From an optimization exercise on the open Yosys and OpenROAD flow, aimed at small area and a short achievable clock period; shortcuts taken in it are not production practice. Function was not checked in any run shown here: the RTL went through the layout flow alone.

## flow/design.v (module list and top-level ports; edited modules follow where they fit)
// module cordic: 7673 lines
module cordic(clk, angle, sine, cosine);
  // ...
==> flow/flow/run.sh <==
#!/bin/bash
# The standard layout (the standard.sh, standard synthesis unchanged), with two
# changes to how the layout is made:
#  - port buffers are buf_2 cells instead of the delay cell buffer_ports picks by default;
#  - the resizer may swap a cell for any cell of the same function, not only one
#    of the same footprint.
set -uo pipefail
export BUFFER_PORTS_ARGS="-buffer_cell sky130_fd_sc_hd__buf_2"
bash standard.sh MATCH_CELL_FOOTPRINT=0 finish > standard.log 2>&1
status=$?
exit $status
==> flow/standard.sh <==
#!/bin/bash
# synth_recipe.tcl (not shown) runs the flow's synth.tcl, then flattens the netlist and writes it again
# the make line also repeats each setting of config.mk as NAME=value (left out here)
make -C /OpenROAD-flow-scripts/flow DESIGN_CONFIG=/design/flow/config.mk WORK_HOME=/design/flow/orfs CLKGATE_MAP_FILE= SYNTH_SCRIPT=/design/flow/synth_recipe.tcl "${@:-finish}"
==> flow/config.mk <==
export PLATFORM = sky130hd
export DESIGN_NAME = cordic
export DESIGN_NICKNAME = cordic
export VERILOG_FILES = /design/flow/design.v
export SDC_FILE = /design/flow/constraint.sdc
export NUM_CORES = 4
export LEC_CHECK = 0
export CAP_MARGIN = 20
export CORE_MARGIN = 2
export CORE_UTILIZATION = 40
export SETUP_SLACK_MARGIN = 1.3
export SLEW_MARGIN = 20
==> flow/constraint.sdc <==
create_clock -name core_clock -period 3.5 [get_ports {clk}]
set_input_delay 0.7000 -clock core_clock [delete_from_list [all_inputs] [get_ports {clk}]]
set_output_delay 0.7000 -clock core_clock [all_outputs]
set_load 0.01 [all_outputs]
==> impl_metrics.py, run 1 <==
metrics = {
    "run_status": {
        "status": "finished clean",
    },
    "layout": {
        "final.fill_count": 6830,
        "multi_input_area_share_pct": 53.96,
        "comb.multi_input.count": 2295,
        "fin_util_pct": 49.45,
        "layoutNonFillerInstCount": 4391,
        "flops_and_latches": 569,
        "n_clock_buffer": 96,
    },
    "drt": {
        "drc": 0,
        "wl_per_cell_um": 13.55,
        "vias": 21760,
        "wl_met3_mm": 1.527,
        "wl_mm": 59.51,
        "wl_met2_mm": 31.00,
        "drt_iter0_markers": 738,
    },
    "clock_tree": {
        "cts_max_level": 3,
        "clock_latency_ns": 0.59,
        "post_cts.repair.setup_buffers": 47,
        "cts_made_buffers": 67,
    },
    "yosys": {
        "synthTopCellsByArea": "dfxtp_1, xnor2_1, ha_1, xor2_1, fa_1",
        "ys_ff_latch": 569,
        "netlist_instances": 3202,
        "ys_types": 86,
        "synth-simple-area-share_pct": 12.08,
        "yosysTopAreaCell": "dfxtp_1",
        "synth.mux.area_fraction_pct": 1.287,
        "yosysMostFrequentCell": "dfxtp_1",
    },
    "hold_path": {
        "hp-class": "primary input to flip-flop",
        "hold_end": "a0[31]",
    },
    "setup_path": {
        "crit_arrival_ns": 2.69,
        "crit_path_end": "x9[13]",
        "critical_path.slowest_cell": "fa_2",
        "worstSetupStartpoint": "y8[8]",
        "worstPathCellList": "inv_2 -> fa_2 -> nand2b_4 -> a21oi_4 -> o2111ai_4 -> a31oi_4 -> a31oi_2 -> inv_1 -> fa_2",
        "critPathMaxFanout": 3,
    },
    "global_route": {
        "grtUsageMet1_pct": 16.94,
        "grt_pass1_wl_mm": 98.41,
        "gr-usage-met3_pct": 2.298,
    },
    "timing": {
        "min_period_over_period_pct": 63.81,
        "setup_viol": 0,
    },
    "floorplan": {
        "placementRows": 101,
    },
}
==> run 2, diff against run 1 <==
--- a/flow/design.v
+++ b/flow/design.v
@@ -5770,327 +5770,106 @@
   wire zc10_15 = dk_10 ? zp10_s15 : zm10_s15;
   wire zc10_16 = dk_10 ? zp10_s16 : zm10_s16;
   wire zc10_17 = dk_10 ? zp10_s17 : zm10_s17;
   reg d11_10;
   always @(posedge clk) d11_10 <= zc10_17;
   reg d1_1; always @(posedge clk) d1_1 <= ~a0[29];
   reg d1_2; always @(posedge clk) d1_2 <= d1_1;
   reg d1_3; always @(posedge clk) d1_3 <= d1_2;
+  reg d1_4; always @(posedge clk) d1_4 <= d1_3;
   reg d2_1; always @(posedge clk) d2_1 <= z2[29];
   reg d2_2; always @(posedge clk) d2_2 <= d2_1;
+  reg d2_3; always @(posedge clk) d2_3 <= d2_2;
   reg d3_1; always @(posedge clk) d3_1 <= z3[28];
+  reg d3_2; always @(posedge clk) d3_2 <= d3_1;
   reg d4_1; always @(posedge clk) d4_1 <= z4[27];
   reg d5_1; always @(posedge clk) d5_1 <= z5[26];
   reg d6_1; always @(posedge clk) d6_1 <= z6[25];
   reg d7_1; always @(posedge clk) d7_1 <= z7[24];
   reg d8_1; always @(posedge clk) d8_1 <= z8[23];
   reg d9_1; always @(posedge clk) d9_1 <= z9[22];
   reg d10_1; always @(posedge clk) d10_1 <= z10[21];
   reg d11_1; always @(posedge clk) d11_1 <= d11_10;
   reg s31_1; always @(posedge clk) s31_1 <= a0[31];
   reg s31_2; always @(posedge clk) s31_2 <= s31_1;
   reg s31_3; always @(posedge clk) s31_3 <= s31_2;
+  reg s31_4; always @(posedge clk) s31_4 <= s31_3;
   reg s30_1; always @(posedge clk) s30_1 <= a0[30];
   reg s30_2; always @(posedge clk) s30_2 <= s30_1;
   reg s30_3; always @(posedge clk) s30_3 <= s30_2;
-  wire [4:0] tsel = {s31_3, s30_3, d1_3, d2_2, d3_1};
+  reg s30_4; always @(posedge clk) s30_4 <= s30_3;
+  wire [5:0] tsel = {s31_4, s30_4, d1_4, d2_3, d3_2, d4_1};
   wire [15:0] tx, ty;
-  wire [31:0] tx0_tt = 32'hF00F0FF0;
-  wire [31:0] ty0_tt = 32'hF0F00F0F;
+  wire [63:0] tx0_tt = 64'h3F33FCFC3F3FFCFC;
+  wire [63:0] ty0_tt = 64'hFCFC3F3FCCFC3F3F;
   assign tx[0] = tx0_tt[tsel];
   assign ty[0] = ty0_tt[tsel];
-  wire [31:0] tx1_tt = 32'h5AFAF05;
-  wire [31:0] ty1_tt = 32'hF5F5A0A0;
+  wire [63:0] tx1_tt = 64'h7FE2AB02D94CCE67;
+  wire [63:0] ty1_tt = 64'h329B40D547FEE673;
   assign tx[1] = tx1_tt[tsel];
   assign ty[1] = ty1_tt[tsel];
-  wire [31:0] tx2_tt = 32'hBED2117D;
-  wire [31:0] ty2_tt = 32'h884B7DBE;
+  wire [63:0] tx2_tt = 64'hEA8CDEA91D62B847;
+  wire [63:0] ty2_tt = 64'h46B8957B3157E21D;
   assign tx[2] = tx2_tt[tsel];
   assign ty[2] = ty2_tt[tsel];
-  wire [31:0] tx3_tt = 32'h9CC62339;
-  wire [31:0] ty3_tt = 32'hC463399C;
+  wire [63:0] tx3_tt = 64'h2C1CC7CBDBF2B124;
+  wire [63:0] ty3_tt = 64'h4FDBD3E33834248D;
   assign tx[3] = tx3_tt[tsel];
   assign ty[3] = ty3_tt[tsel];
-  wire [31:0] tx4_tt = 32'h1E87A178;
-  wire [31:0] ty4_tt = 32'h85E1781E;
+  wire [63:0] tx4_tt = 64'h9668E99661969679;
+  wire [63:0] ty4_tt = 64'h6986699716699E69;
   assign tx[4] = tx4_tt[tsel];
   assign ty[4] = ty4_tt[tsel];
-  wire [31:0] tx5_tt = 32'hA0FA1F05;
-  wire [31:0] ty5_tt = 32'hF85F05A0;
+  wire [63:0] tx5_tt = 64'hEA6F09A815917657;
+  wire [63:0] ty5_tt = 64'h89A81590F657EA6E;
   assign tx[5] = tx5_tt[tsel];
   assign ty[5] = ty5_tt[tsel];
-  wire [31:0] tx6_tt = 32'h9CC62339;
-  wire [31:0] ty6_tt = 32'hC463399C;
+  wire [63:0] tx6_tt = 64'hDCFAA0C423055F3B;
+  wire [63:0] ty6_tt = 64'hA0C423055F3BDCFA;
   assign tx[6] = tx6_tt[tsel];
   assign ty[6] = ty6_tt[tsel];
-  wire [31:0] tx7_tt = 32'hE1785E87;
-  wire [31:0] ty7_tt = 32'h7A1E87E1;
+  wire [63:0] tx7_tt = 64'hE53693581AC96CA7;
+  wire [63:0] ty7_tt = 64'h93581AC96CA7E536;
   assign tx[7] = tx7_tt[tsel];
   assign ty[7] = ty7_tt[tsel];
-  wire [31:0] tx8_tt = 32'hD71428EB;
-  wire [31:0] ty8_tt = 32'h1428EBD7;
+  wire [63:0] tx8_tt = 64'hFFEB28000014D7FF;
+  wire [63:0] ty8_tt = 64'h28000014D7FFFFEB;
   assign tx[8] = tx8_tt[tsel];
   assign ty[8] = ty8_tt[tsel];
-  wire [31:0] tx9_tt = 32'h2D4BD2B4;
-  wire [31:0] ty9_tt = 32'h4BD2B42D;
+  wire [63:0] tx9_tt = 64'hB7F012FF480FED0;
+  wire [63:0] ty9_tt = 64'h12FF480FED00B7F;
   assign tx[9] = tx9_tt[tsel];
   assign ty[9] = ty9_tt[tsel];
-  wire [31:0] tx10_tt = 32'h233BDCC4;
-  wire [31:0] ty10_tt = 32'h3BDCC423;
+  wire [63:0] tx10_tt = 64'hDF7104FF208EFB0;
+  wire [63:0] ty10_tt = 64'h104FF208EFB00DF7;
   assign tx[10] = tx10_tt[tsel];
   assign ty[10] = ty10_tt[tsel];
-  wire [31:0] tx11_tt = 32'hC33C3CC3;
-  wire [31:0] ty11_tt = 32'h3C3CC3C3;
+  wire [63:0] tx11_tt = 64'hEAF0A8FF150F570;
+  wire [63:0] ty11_tt = 64'hA8FF150F5700EAF;
   assign tx[11] = tx11_tt[tsel];
   assign ty[11] = ty11_tt[tsel];
-  wire [31:0] tx12_tt = 32'hF71008EF;
-  wire [31:0] ty12_tt = 32'h1008EFF7;
+  wire [63:0] tx12_tt = 64'hA59F065A5A60F9A5;
+  wire [63:0] ty12_tt = 64'h65A5A60F9A5A59F;
   assign tx[12] = tx12_tt[tsel];
   assign ty[12] = ty12_tt[tsel];
-  wire [31:0] tx13_tt = 32'hAF0A50F5;
-  wire [31:0] ty13_tt = 32'hA50F5AF;
+  wire [63:0] tx13_tt = 64'h9C7F01C66380FE39;
+  wire [63:0] ty13_tt = 64'h1C66380FE399C7F;
   assign tx[13] = tx13_tt[tsel];
   assign ty[13] = ty13_tt[tsel];
-  wire [31:0] tx14_tt = 32'h9F0660F9;
-  wire [31:0] ty14_tt = 32'h660F99F;
+  wire [63:0] tx14_tt = 64'h83FF003E7C00FFC1;
+  wire [63:0] ty14_tt = 64'h3E7C00FFC183FF;
   assign tx[14] = tx14_tt[tsel];
   assign ty[14] = ty14_tt[tsel];
-  wire [31:0] tx15_tt = 32'h80FE7F01;
-  wire [31:0] ty15_tt = 32'hFE7F0180;
+  wire [63:0] tx15_tt = 64'h8000FFFE7FFF0001;
+  wire [63:0] ty15_tt = 64'hFFFE7FFF00018000;
   assign tx[15] = tx15_tt[tsel];
   assign ty[15] = ty15_tt[tsel];
-  reg [15:0] x4, y4;   
-  always @(posedge clk) begin x4 <= tx; y4 <= ty ^ {16{~z4[27]}}; end
-  wire xa4_p0 = x4[0] ^ y4[4];
-  wire xa4_g0 = x4[0] & y4[4];
-  wire xa4_p1 = x4[1] ^ y4[5];
-  wire xa4_g1 = x4[1] & y4[5];
-  wire xa4_p2 = x4[2] ^ y4[6];
-  wire xa4_g2 = x4[2] & y4[6];
-  wire xa4_p3 = x4[3] ^ y4[7];
-  wire xa4_g3 = x4[3] & y4[7];
-  wire xa4_p4 = x4[4] ^ y4[8];
-  wire xa4_g4 = x4[4] & y4[8];
-  wire xa4_p5 = x4[5] ^ y4[9];
-  wire xa4_g5 = x4[5] & y4[9];
-  wire xa4_p6 = x4[6] ^ y4[10];
-  wire xa4_g6 = x4[6] & y4[10];
-  wire xa4_p7 = x4[7] ^ y4[11];
-  wire xa4_g7 = x4[7] & y4[11];
-  wire xa4_p8 = x4[8] ^ y4[12];
-  wire xa4_g8 = x4[8] & y4[12];
-  wire xa4_p9 = x4[9] ^ y4[13];
-  wire xa4_g9 = x4[9] & y4[13];
-  wire xa4_p10 = x4[10] ^ y4[14];
-  wire xa4_g10 = x4[10] & y4[14];
-  wire xa4_p11 = x4[11] ^ y4[15];
-  wire xa4_g11 = x4[11] & y4[15];
-  wire xa4_p12 = x4[12] ^ y4[15];
-  wire xa4_g12 = x4[12] & y4[15];
-  wire xa4_p13 = x4[13] ^ y4[15];
-  wire xa4_g13 = x4[13] & y4[15];
-  wire xa4_p14 = x4[14] ^ y4[15];
-  wire xa4_g14 = x4[14] & y4[15];
-  wire xa4_p15 = x4[15] ^ y4[15];
-  wire xa4_g15 = x4[15] & y4[15];
-  wire xa4_G0_1 = xa4_g0 | (xa4_p0 & ~d4_1);
-  wire xa4_P0_1 = xa4_p0 & 1'b0;
-  wire xa4_G0_3 = xa4_g2 | (xa4_p2 & xa4_g1);
-  wire xa4_P0_3 = xa4_p2 & xa4_p1;
-  wire xa4_G0_5 = xa4_g4 | (xa4_p4 & xa4_g3);
-  wire xa4_P0_5 = xa4_p4 & xa4_p3;
-  wire xa4_G0_7 = xa4_g6 | (xa4_p6 & xa4_g5);
-  wire xa4_P0_7 = xa4_p6 & xa4_p5;
-  wire xa4_G0_9 = xa4_g8 | (xa4_p8 & xa4_g7);
-  wire xa4_P0_9 = xa4_p8 & xa4_p7;
-  wire xa4_G0_11 = xa4_g10 | (xa4_p10 & xa4_g9);
-  wire xa4_P0_11 = xa4_p10 & xa4_p9;
-  wire xa4_G0_13 = xa4_g12 | (xa4_p12 & xa4_g11);
-  wire xa4_P0_13 = xa4_p12 & xa4_p11;
-  wire xa4_G0_15 = xa4_g14 | (xa4_p14 & xa4_g13);
-  wire xa4_P0_15 = xa4_p14 & xa4_p13;
-  wire xa4_G1_3 = xa4_G0_3 | (xa4_P0_3 & xa4_G0_1);
-  wire xa4_P1_3 = xa4_P0_3 & xa4_P0_1;
-  wire xa4_G1_7 = xa4_G0_7 | (xa4_P0_7 & xa4_G0_5);
-  wire xa4_P1_7 = xa4_P0_7 & xa4_P0_5;
-  wire xa4_G1_11 = xa4_G0_11 | (xa4_P0_11 & xa4_G0_9);
-  wire xa4_P1_11 = xa4_P0_11 & xa4_P0_9;
-  wire xa4_G1_15 = xa4_G0_15 | (xa4_P0_15 & xa4_G0_13);
-  wire xa4_P1_15 = xa4_P0_15 & xa4_P0_13;
-  wire xa4_G2_7 = xa4_G1_7 | (xa4_P1_7 & xa4_G1_3);
-  wire xa4_P2_7 = xa4_P1_7 & xa4_P1_3;
-  wire xa4_G2_15 = xa4_G1_15 | (xa4_P1_15 & xa4_G1_11);
-  wire xa4_P2_15 = xa4_P1_15 & xa4_P1_11;
-  wire xa4_G3_15 = xa4_G2_15 | (xa4_P2_15 & xa4_G2_7);
-  wire xa4_P3_15 = xa4_P2_15 & xa4_P2_7;
-  wire xa4_G7_11 = xa4_G1_11 | (xa4_P1_11 & xa4_G2_7);
-  wire xa4_P7_11 = xa4_P1_11 & xa4_P2_7;
-  wire xa4_G8_5 = xa4_G0_5 | (xa4_P0_5 & xa4_G1_3);
-  wire xa4_P8_5 = xa4_P0_5 & xa4_P1_3;
-  wire xa4_G8_9 = xa4_G0_9 | (xa4_P0_9 & xa4_G2_7);
-  wire xa4_P8_9 = xa4_P0_9 & xa4_P2_7;
-  wire xa4_G8_13 = xa4_G0_13 | (xa4_P0_13 & xa4_G7_11);
-  wire xa4_P8_13 = xa4_P0_13 & xa4_P7_11;
-  wire xa4_G9_2 = xa4_g1 | (xa4_p1 & xa4_G0_1);
-  wire xa4_P9_2 = xa4_p1 & xa4_P0_1;
-  wire xa4_G9_4 = xa4_g3 | (xa4_p3 & xa4_G1_3);
-  wire xa4_P9_4 = xa4_p3 & xa4_P1_3;
-  wire xa4_G9_6 = xa4_g5 | (xa4_p5 & xa4_G8_5);
-  wire xa4_P9_6 = xa4_p5 & xa4_P8_5;
-  wire xa4_G9_8 = xa4_g7 | (xa4_p7 & xa4_G2_7);
-  wire xa4_P9_8 = xa4_p7 & xa4_P2_7;
-  wire xa4_G9_10 = xa4_g9 | (xa4_p9 & xa4_G8_9);
-  wire xa4_P9_10 = xa4_p9 & xa4_P8_9;
-  wire xa4_G9_12 = xa4_g11 | (xa4_p11 & xa4_G7_11);
-  wire xa4_P9_12 = xa4_p11 & xa4_P7_11;
-  wire xa4_G9_14 = xa4_g13 | (xa4_p13 & xa4_G8_13);
-  wire xa4_P9_14 = xa4_p13 & xa4_P8_13;
-  wire xa4_G9_16 = xa4_g15 | (xa4_p15 & xa4_G3_15);
-  wire xa4_P9_16 = xa4_p15 & xa4_P3_15;
-  wire xa4_s0 = xa4_p0 ^ ~d4_1;
-  wire xa4_s1 = xa4_p1 ^ xa4_G0_1;
-  wire xa4_s2 = xa4_p2 ^ xa4_G9_2;
-  wire xa4_s3 = xa4_p3 ^ xa4_G1_3;
-  wire xa4_s4 = xa4_p4 ^ xa4_G9_4;
-  wire xa4_s5 = xa4_p5 ^ xa4_G8_5;
-  wire xa4_s6 = xa4_p6 ^ xa4_G9_6;
-  wire xa4_s7 = xa4_p7 ^ xa4_G2_7;
-  wire xa4_s8 = xa4_p8 ^ xa4_G9_8;
-  wire xa4_s9 = xa4_p9 ^ xa4_G8_9;
-  wire xa4_s10 = xa4_p10 ^ xa4_G9_10;
-  wire xa4_s11 = xa4_p11 ^ xa4_G7_11;
-  wire xa4_s12 = xa4_p12 ^ xa4_G9_12;
-  wire xa4_s13 = xa4_p13 ^ xa4_G8_13;
-  wire xa4_s14 = xa4_p14 ^ xa4_G9_14;
-  wire xa4_s15 = xa4_p15 ^ xa4_G3_15;
-  wire m4 = d4_1 ^ z5[26];
-  wire ya4_p0 = y4[0] ^ ~x4[4];
-  wire ya4_g0 = y4[0] & ~x4[4];
-  wire ya4_p1 = y4[1] ^ ~x4[5];
-  wire ya4_g1 = y4[1] & ~x4[5];
-  wire ya4_p2 = y4[2] ^ ~x4[6];
-  wire ya4_g2 = y4[2] & ~x4[6];
-  wire ya4_p3 = y4[3] ^ ~x4[7];
-  wire ya4_g3 = y4[3] & ~x4[7];
-  wire ya4_p4 = y4[4] ^ ~x4[8];
-  wire ya4_g4 = y4[4] & ~x4[8];
-  wire ya4_p5 = y4[5] ^ ~x4[9];
-  wire ya4_g5 = y4[5] & ~x4[9];
-  wire ya4_p6 = y4[6] ^ ~x4[10];
-  wire ya4_g6 = y4[6] & ~x4[10];
-  wire ya4_p7 = y4[7] ^ ~x4[11];
-  wire ya4_g7 = y4[7] & ~x4[11];
-  wire ya4_p8 = y4[8] ^ ~x4[12];
-  wire ya4_g8 = y4[8] & ~x4[12];
-  wire ya4_p9 = y4[9] ^ ~x4[13];
-  wire ya4_g9 = y4[9] & ~x4[13];
-  wire ya4_p10 = y4[10] ^ ~x4[14];
-  wire ya4_g10 = y4[10] & ~x4[14];
-  wire ya4_p11 = y4[11] ^ ~x4[15];
-  wire ya4_g11 = y4[11] & ~x4[15];
-  wire ya4_p12 = y4[12] ^ ~x4[15];
-  wire ya4_g12 = y4[12] & ~x4[15];
-  wire ya4_p13 = y4[13] ^ ~x4[15];
-  wire ya4_g13 = y4[13] & ~x4[15];
-  wire ya4_p14 = y4[14] ^ ~x4[15];
-  wire ya4_g14 = y4[14] & ~x4[15];
-  wire ya4_p15 = y4[15] ^ ~x4[15];
-  wire ya4_g15 = y4[15] & ~x4[15];
-  wire ya4_G0_1 = ya4_g0 | (ya4_p0 & 1'b1);
-  wire ya4_P0_1 = ya4_p0 & 1'b0;
-  wire ya4_G0_3 = ya4_g2 | (ya4_p2 & ya4_g1);
-  wire ya4_P0_3 = ya4_p2 & ya4_p1;
-  wire ya4_G0_5 = ya4_g4 | (ya4_p4 & ya4_g3);
-  wire ya4_P0_5 = ya4_p4 & ya4_p3;
-  wire ya4_G0_7 = ya4_g6 | (ya4_p6 & ya4_g5);
-  wire ya4_P0_7 = ya4_p6 & ya4_p5;
-  wire ya4_G0_9 = ya4_g8 | (ya4_p8 & ya4_g7);
-  wire ya4_P0_9 = ya4_p8 & ya4_p7;
-  wire ya4_G0_11 = ya4_g10 | (ya4_p10 & ya4_g9);
-  wire ya4_P0_11 = ya4_p10 & ya4_p9;
-  wire ya4_G0_13 = ya4_g12 | (ya4_p12 & ya4_g11);
-  wire ya4_P0_13 = ya4_p12 & ya4_p11;
-  wire ya4_G0_15 = ya4_g14 | (ya4_p14 & ya4_g13);
-  wire ya4_P0_15 = ya4_p14 & ya4_p13;
-  wire ya4_G1_3 = ya4_G0_3 | (ya4_P0_3 & ya4_G0_1);
-  wire ya4_P1_3 = ya4_P0_3 & ya4_P0_1;
-  wire ya4_G1_7 = ya4_G0_7 | (ya4_P0_7 & ya4_G0_5);
-  wire ya4_P1_7 = ya4_P0_7 & ya4_P0_5;
-  wire ya4_G1_11 = ya4_G0_11 | (ya4_P0_11 & ya4_G0_9);
-  wire ya4_P1_11 = ya4_P0_11 & ya4_P0_9;
-  wire ya4_G1_15 = ya4_G0_15 | (ya4_P0_15 & ya4_G0_13);
-  wire ya4_P1_15 = ya4_P0_15 & ya4_P0_13;
-  wire ya4_G2_7 = ya4_G1_7 | (ya4_P1_7 & ya4_G1_3);
-  wire ya4_P2_7 = ya4_P1_7 & ya4_P1_3;
-  wire ya4_G2_15 = ya4_G1_15 | (ya4_P1_15 & ya4_G1_11);
-  wire ya4_P2_15 = ya4_P1_15 & ya4_P1_11;
-  wire ya4_G3_15 = ya4_G2_15 | (ya4_P2_15 & ya4_G2_7);
-  wire ya4_P3_15 = ya4_P2_15 & ya4_P2_7;
-  wire ya4_G7_11 = ya4_G1_11 | (ya4_P1_11 & ya4_G2_7);
-  wire ya4_P7_11 = ya4_P1_11 & ya4_P2_7;
-  wire ya4_G8_5 = ya4_G0_5 | (ya4_P0_5 & ya4_G1_3);
-  wire ya4_P8_5 = ya4_P0_5 & ya4_P1_3;
-  wire ya4_G8_9 = ya4_G0_9 | (ya4_P0_9 & ya4_G2_7);
-  wire ya4_P8_9 = ya4_P0_9 & ya4_P2_7;
-  wire ya4_G8_13 = ya4_G0_13 | (ya4_P0_13 & ya4_G7_11);
-  wire ya4_P8_13 = ya4_P0_13 & ya4_P7_11;
-  wire ya4_G9_2 = ya4_g1 | (ya4_p1 & ya4_G0_1);
-  wire ya4_P9_2 = ya4_p1 & ya4_P0_1;
-  wire ya4_G9_4 = ya4_g3 | (ya4_p3 & ya4_G1_3);
-  wire ya4_P9_4 = ya4_p3 & ya4_P1_3;
-  wire ya4_G9_6 = ya4_g5 | (ya4_p5 & ya4_G8_5);
-  wire ya4_P9_6 = ya4_p5 & ya4_P8_5;
-  wire ya4_G9_8 = ya4_g7 | (ya4_p7 & ya4_G2_7);
-  wire ya4_P9_8 = ya4_p7 & ya4_P2_7;
-  wire ya4_G9_10 = ya4_g9 | (ya4_p9 & ya4_G8_9);
-  wire ya4_P9_10 = ya4_p9 & ya4_P8_9;
-  wire ya4_G9_12 = ya4_g11 | (ya4_p11 & ya4_G7_11);
-  wire ya4_P9_12 = ya4_p11 & ya4_P7_11;
-  wire ya4_G9_14 = ya4_g13 | (ya4_p13 & ya4_G8_13);
-  wire ya4_P9_14 = ya4_p13 & ya4_P8_13;
-  wire ya4_G9_16 = ya4_g15 | (ya4_p15 & ya4_G3_15);
-  wire ya4_P9_16 = ya4_p15 & ya4_P3_15;
-  wire ya4_q0 = ya4_p0 ^ m4;
-  wire ya4_s0 = ya4_q0 ^ 1'b1;
-  wire ya4_q1 = ya4_p1 ^ m4;
-  wire ya4_s1 = ya4_q1 ^ ya4_G0_1;
-  wire ya4_q2 = ya4_p2 ^ m4;
-  wire ya4_s2 = ya4_q2 ^ ya4_G9_2;
-  wire ya4_q3 = ya4_p3 ^ m4;
-  wire ya4_s3 = ya4_q3 ^ ya4_G1_3;
-  wire ya4_q4 = ya4_p4 ^ m4;
-  wire ya4_s4 = ya4_q4 ^ ya4_G9_4;
-  wire ya4_q5 = ya4_p5 ^ m4;
-  wire ya4_s5 = ya4_q5 ^ ya4_G8_5;
-  wire ya4_q6 = ya4_p6 ^ m4;
-  wire ya4_s6 = ya4_q6 ^ ya4_G9_6;
-  wire ya4_q7 = ya4_p7 ^ m4;
-  wire ya4_s7 = ya4_q7 ^ ya4_G2_7;
-  wire ya4_q8 = ya4_p8 ^ m4;
-  wire ya4_s8 = ya4_q8 ^ ya4_G9_8;
-  wire ya4_q9 = ya4_p9 ^ m4;
-  wire ya4_s9 = ya4_q9 ^ ya4_G8_9;
-  wire ya4_q10 = ya4_p10 ^ m4;
-  wire ya4_s10 = ya4_q10 ^ ya4_G9_10;
-  wire ya4_q11 = ya4_p11 ^ m4;
-  wire ya4_s11 = ya4_q11 ^ ya4_G7_11;
-  wire ya4_q12 = ya4_p12 ^ m4;
-  wire ya4_s12 = ya4_q12 ^ ya4_G9_12;
-  wire ya4_q13 = ya4_p13 ^ m4;
-  wire ya4_s13 = ya4_q13 ^ ya4_G8_13;
-  wire ya4_q14 = ya4_p14 ^ m4;
-  wire ya4_s14 = ya4_q14 ^ ya4_G9_14;
-  wire ya4_q15 = ya4_p15 ^ m4;
-  wire ya4_s15 = ya4_q15 ^ ya4_G3_15;
-  reg [15:0] x5, y5;
-  always @(posedge clk) begin
-    x5 <= {xa4_s15,xa4_s14,xa4_s13,xa4_s12,xa4_s11,xa4_s10,xa4_s9,xa4_s8,xa4_s7,xa4_s6,xa4_s5,xa4_s4,xa4_s3,xa4_s2,xa4_s1,xa4_s0};
-    y5 <= {ya4_s15,ya4_s14,ya4_s13,ya4_s12,ya4_s11,ya4_s10,ya4_s9,ya4_s8,ya4_s7,ya4_s6,ya4_s5,ya4_s4,ya4_s3,ya4_s2,ya4_s1,ya4_s0};
-  end
+  reg [15:0] x5, y5;   
+  always @(posedge clk) begin x5 <= tx; y5 <= ty ^ {16{~z5[26]}}; end
   wire xa5_p0 = x5[0] ^ y5[5];
   wire xa5_g0 = x5[0] & y5[5];
   wire xa5_p1 = x5[1] ^ y5[6];
   wire xa5_g1 = x5[1] & y5[6];
   wire xa5_p2 = x5[2] ^ y5[7];
   wire xa5_g2 = x5[2] & y5[7];
   wire xa5_p3 = x5[3] ^ y5[8];
   wire xa5_g3 = x5[3] & y5[8];
==> flow/run.sh (new file) <==
#!/bin/bash
# synth_recipe.tcl (not shown) runs the flow's synth.tcl, then flattens the netlist and writes it again
# the make line also repeats each setting of config.mk as NAME=value (left out here)
make -C /OpenROAD-flow-scripts/flow DESIGN_CONFIG=/design/flow/config.mk WORK_HOME=/design/flow/orfs CLKGATE_MAP_FILE= SYNTH_SCRIPT=/design/flow/synth_recipe.tcl finish
==> flow/config.mk (replaced) <==
export PLATFORM = sky130hd
export DESIGN_NAME = cordic
export DESIGN_NICKNAME = cordic
export VERILOG_FILES = /design/flow/design.v
export SDC_FILE = /design/flow/constraint.sdc
export NUM_CORES = 4
export LEC_CHECK = 0
export CAP_MARGIN = 20
export CORE_MARGIN = 2
export CORE_UTILIZATION = 40
export CTS_CLUSTER_DIAMETER = 100
export CTS_CLUSTER_SIZE = 30
export SETUP_SLACK_MARGIN = 1.0
export SLEW_MARGIN = 20
removed: flow/flow/run.sh
removed: flow/standard.sh
==> impl_metrics.py, run 2 <==
metrics = {
    "yosys": {
        "netlist_instances": 3146,
        "yosysTopAreaCell": "dfxtp_1",
        "synth_nets": 3442,
        "ys_seq_area_share_pct": 37.51,
        "synth-edff-count": 0,
        "synth_commonest_cells": "dfxtp_1, xnor2_1, inv_1",
        "syn_area_per_cell_um2": 9.228,
        "ys_ff_latch": 544,
        "yosysMostFrequentCell": "dfxtp_1",
        "synth_top_area_share_pct": 37.51,
        "ys_warn_count": 1,
        "synthTopCellsByArea": "dfxtp_1, xnor2_1, ha_1, xor2_1, fa_1",
        "ys_types": 84,
        "syn_area_mm2": 0.02903,
        "synth_ff_type": "dfxtp_1",
        "synthArstFlopShare_pct": 0,
    },
    "layout": {
        "syn_to_final_growth_pct": 12.46,
        "largest_register_ffs": 32,
        "reg_top3": "a0 x32, z2 x30, z3 x29",
        "layout_commonest_cell": "dfxtp_1",
        "fin_nets": 3489,
        "final.fill_count": 6993,
        "drive_above_1_share_pct": 8.759,
        "diodes": 0,
        "final_cell_mix": "dfxtp_1, xnor2_1, inv_1, ha_1, a21oi_1",
        "top_register": "a0",
    },
    "timing": {
        "rsz0062_at_grt": "true",
        "worstMarginPinSlew_ns": 1.109,
        "final.setup.worst_slack_ns": 1.021,
        "final.setup_skew_ns": 0.03730,
        "setup_tns_ns": 0,
        "fin_crit_ns": 2.479,
        "final_hold_viol_count": 0,
        "setup_viol": 0,
        "min_period_over_period_pct": 70.84,
        "finalMaxSlewViolations": 0,
        "slew_headroom_pct": 26.02,
        "timing.fmax_ghz": 0.4034,
    },
    "global_route": {
        "overflow": 0,
        "grt_max_degree": 57,
        "grt_pass1_wl_mm": 86.12,
        "first_global_vias": 18970,
        "antenna_found_initial": 0,
        "grt_usage_pct": 13.21,
    },
    "drt": {
        "wl_mm": 50.71,
        "vias": 20380,
        "wl_per_cell_um": 12.20,
        "viasPerCell": 4.902,
        "final_antenna_net_count": 0,
        "drc": 0,
        "dr.pass1.iters": 5,
        "drt_iter0_markers": 850,
    },
    "floorplan": {
        "dieWidth_um": 273.4,
        "ios": 65,
        "fp.dieArea_mm2": 0.07475,
        "die_h_um": 273.4,
        "placementRows": 98,
        "start_util_pct": 40.47,
        "core-area_mm2": 0.07173,
    },
    "clock_tree": {
        "cts_tree": "built",
        "cts_max_level": 1,
        "clock_latency_ns": 0.60,
        "clockBufferDepth": 3,
        "cts_made_buffers": 26,
        "cts_sinks": 544,
        "cts_hold_buffers": 0,
        "clkTransAtPathRegs_ns": 0.11,
        "cts-root-buf": "clkbuf_16",
    },
    "hold_path": {
        "hp-start": "d2_2",
        "hold_path_depth": 0,
        "hp-class": "flip-flop to flip-flop",
        "hold_end": "d2_3",
    },
    "placed_design": {
        "dpl.hpwl_mm": 38.41,
        "port_buffers": 64,
        "place.gp.congestion": 0.8479,
        "place_ws_ns": 0.5348,
    },
    "setup_path": {
        "reg2reg_slack_ns": 1.02,
        "end_kind": "flip-flop",
        "critical_path.slowest_cell": "a311o_1",
        "max_stage_delay_ns": 0.35,
        "ff2ff_path_depth": 10,
        "crit_buf_inv": 2,
        "path_class": "flip-flop to flip-flop",
        "worstPathCellList": "inv_2 -> fa_2 -> inv_2 -> a21o_1 -> a311o_1 -> a21o_1 -> a31o_4 -> a211o_1 -> fa_2 -> xor2_1",
        "required_ns": 4.00,
        "critPathMaxFanout": 3,
        "cpLargestDelayFamily": "compound AO/OA/AOI/OAI gates",
        "rr_endpoint": "x6[14]",
        "cp-start-kind": "flip-flop",
        "reg2reg_from": "y5[5]",
        "crit_arrival_ns": 2.98,
    },
    "flow_run": {
        "drv_cap": 0,
    },
    "run_status": {
        "status": "finished clean",
    },
}
==> run 2: cell types whose count changed after synthesis, sizes merged, moves of 23 or more <==
cell / change
xnor2: -38
nand2: +47
ha: -35
dfxtp: -25
o21ai: +43
or2: -23
inv: -29
a21oi: +33
==> run 2: how the worst max path moves through the flow <==
| stage | slack (ns) | from | endpoint | depth (start not counted) |
|---|---|---|---|---|
| 3_3_place_gp | 0.60 | x9[10] | y10[15] | 10 |
| 3_5_place_dp | 0.53 | x9[10] | y10[15] | 10 |
| 5_1_grt | 0.92 | y5[5] | x6[14] | 10 |
| 4_1_cts | 0.96 | x9[10] | y10[15] | 10 |
| 6_report | 1.02 | y5[5] | x6[14] | 10 |
| 2_1_floorplan | 1.01 | y10[15] | x11[14] | 9 |
==> run 2: area by class of cell <==
type | instances | area (µm²) | share of cell area (%)
Clock buffer | 28 | 689.4 | 2.112
Sequential cell | 544 | 10940 | 33.51
Inverter | 213 | 810.8 | 2.483
Clock inverter | 15 | 207.7 | 0.6362
Timing Repair Buffer | 134 | 1174 | 3.595
Tap cell | 950 | 1189 | 3.641
Multi-Input combinational cell | 2274 | 17640 | 54.03
==> run 2: logic make-up after synthesis <==
group                    synth area share [%]
flip-flops                              37.51
adder cells (fa/ha/maj)                 12.78
buffers and inverters                   4.310
AND/OR/NAND/NOR                         12.49
XOR/XNOR                                16.17
multiplexers                            1.767
AO/OA/AOI/OAI                           14.96
==> run 2: timing repair <==
action                     4_1_cts  5_1_grt
buffers inserted                16       22
cloned                           0        0
resized for setup               82      102
pin swaps                       20       36
setup endpoints to repair       65       76
==> run 2: metal layers <==
layer / global-route usage [%] / routed length (µm)
met1: 16.45 / 22990
met2: 23.81 / 24840
met3: 1.570 / 1473
met4: 3.840 / 1409
met5: 0 / 0
==> run 2: per-stage QoR <==
| step | area, µm² | utilization (%) | std cells | hold slack (ns) |
|---|---|---|---|---|
| 6_report | 32650 | 45.51 | 4158 | 0.3225 |
| 5_1_grt | 32650 | 45.51 | 4158 | 0.3332 |
| 4_1_cts | 32060 | 44.69 | 4136 | 0.3334 |
| 3_5_place_dp | 30700 | 42.80 | 4077 | 0.3121 |
| 3_3_place_gp | 30700 | 42.80 | 4077 | 0.3101 |
| 2_1_floorplan | 29030 | - | 3146 | 0.3096 |

## afterwards: timing with drivers on the ports
Ports are ideal in the flow. The routed layouts listed here were re-timed in OpenROAD.
Step 1: set_driving_cell puts a clkbuf_16 on clk and a buf_2 on each other input, an assumption about the parent block.
Step 2 times the ports against the registers' clock, not the clock port: input delays grow and output delays shrink by t, the midpoint of the rising clock arrivals with the driver on.
Slacks: ideal ports / drivers / drivers and shift; pairs: ideal ports / drivers.
run | t, ns | setup WS [ns] | worst setup path at the end | slew at the worst register clock pin (ns)
run 1 | 0.642 | 1.267 / 1.267 / 1.267 | register to register | 0.06 / 0.06
run 2 | 0.642 | 1.021 / 1.021 / 1.021 | register to register | 0.11 / 0.11
After both steps setup and hold are still met in every run listed.
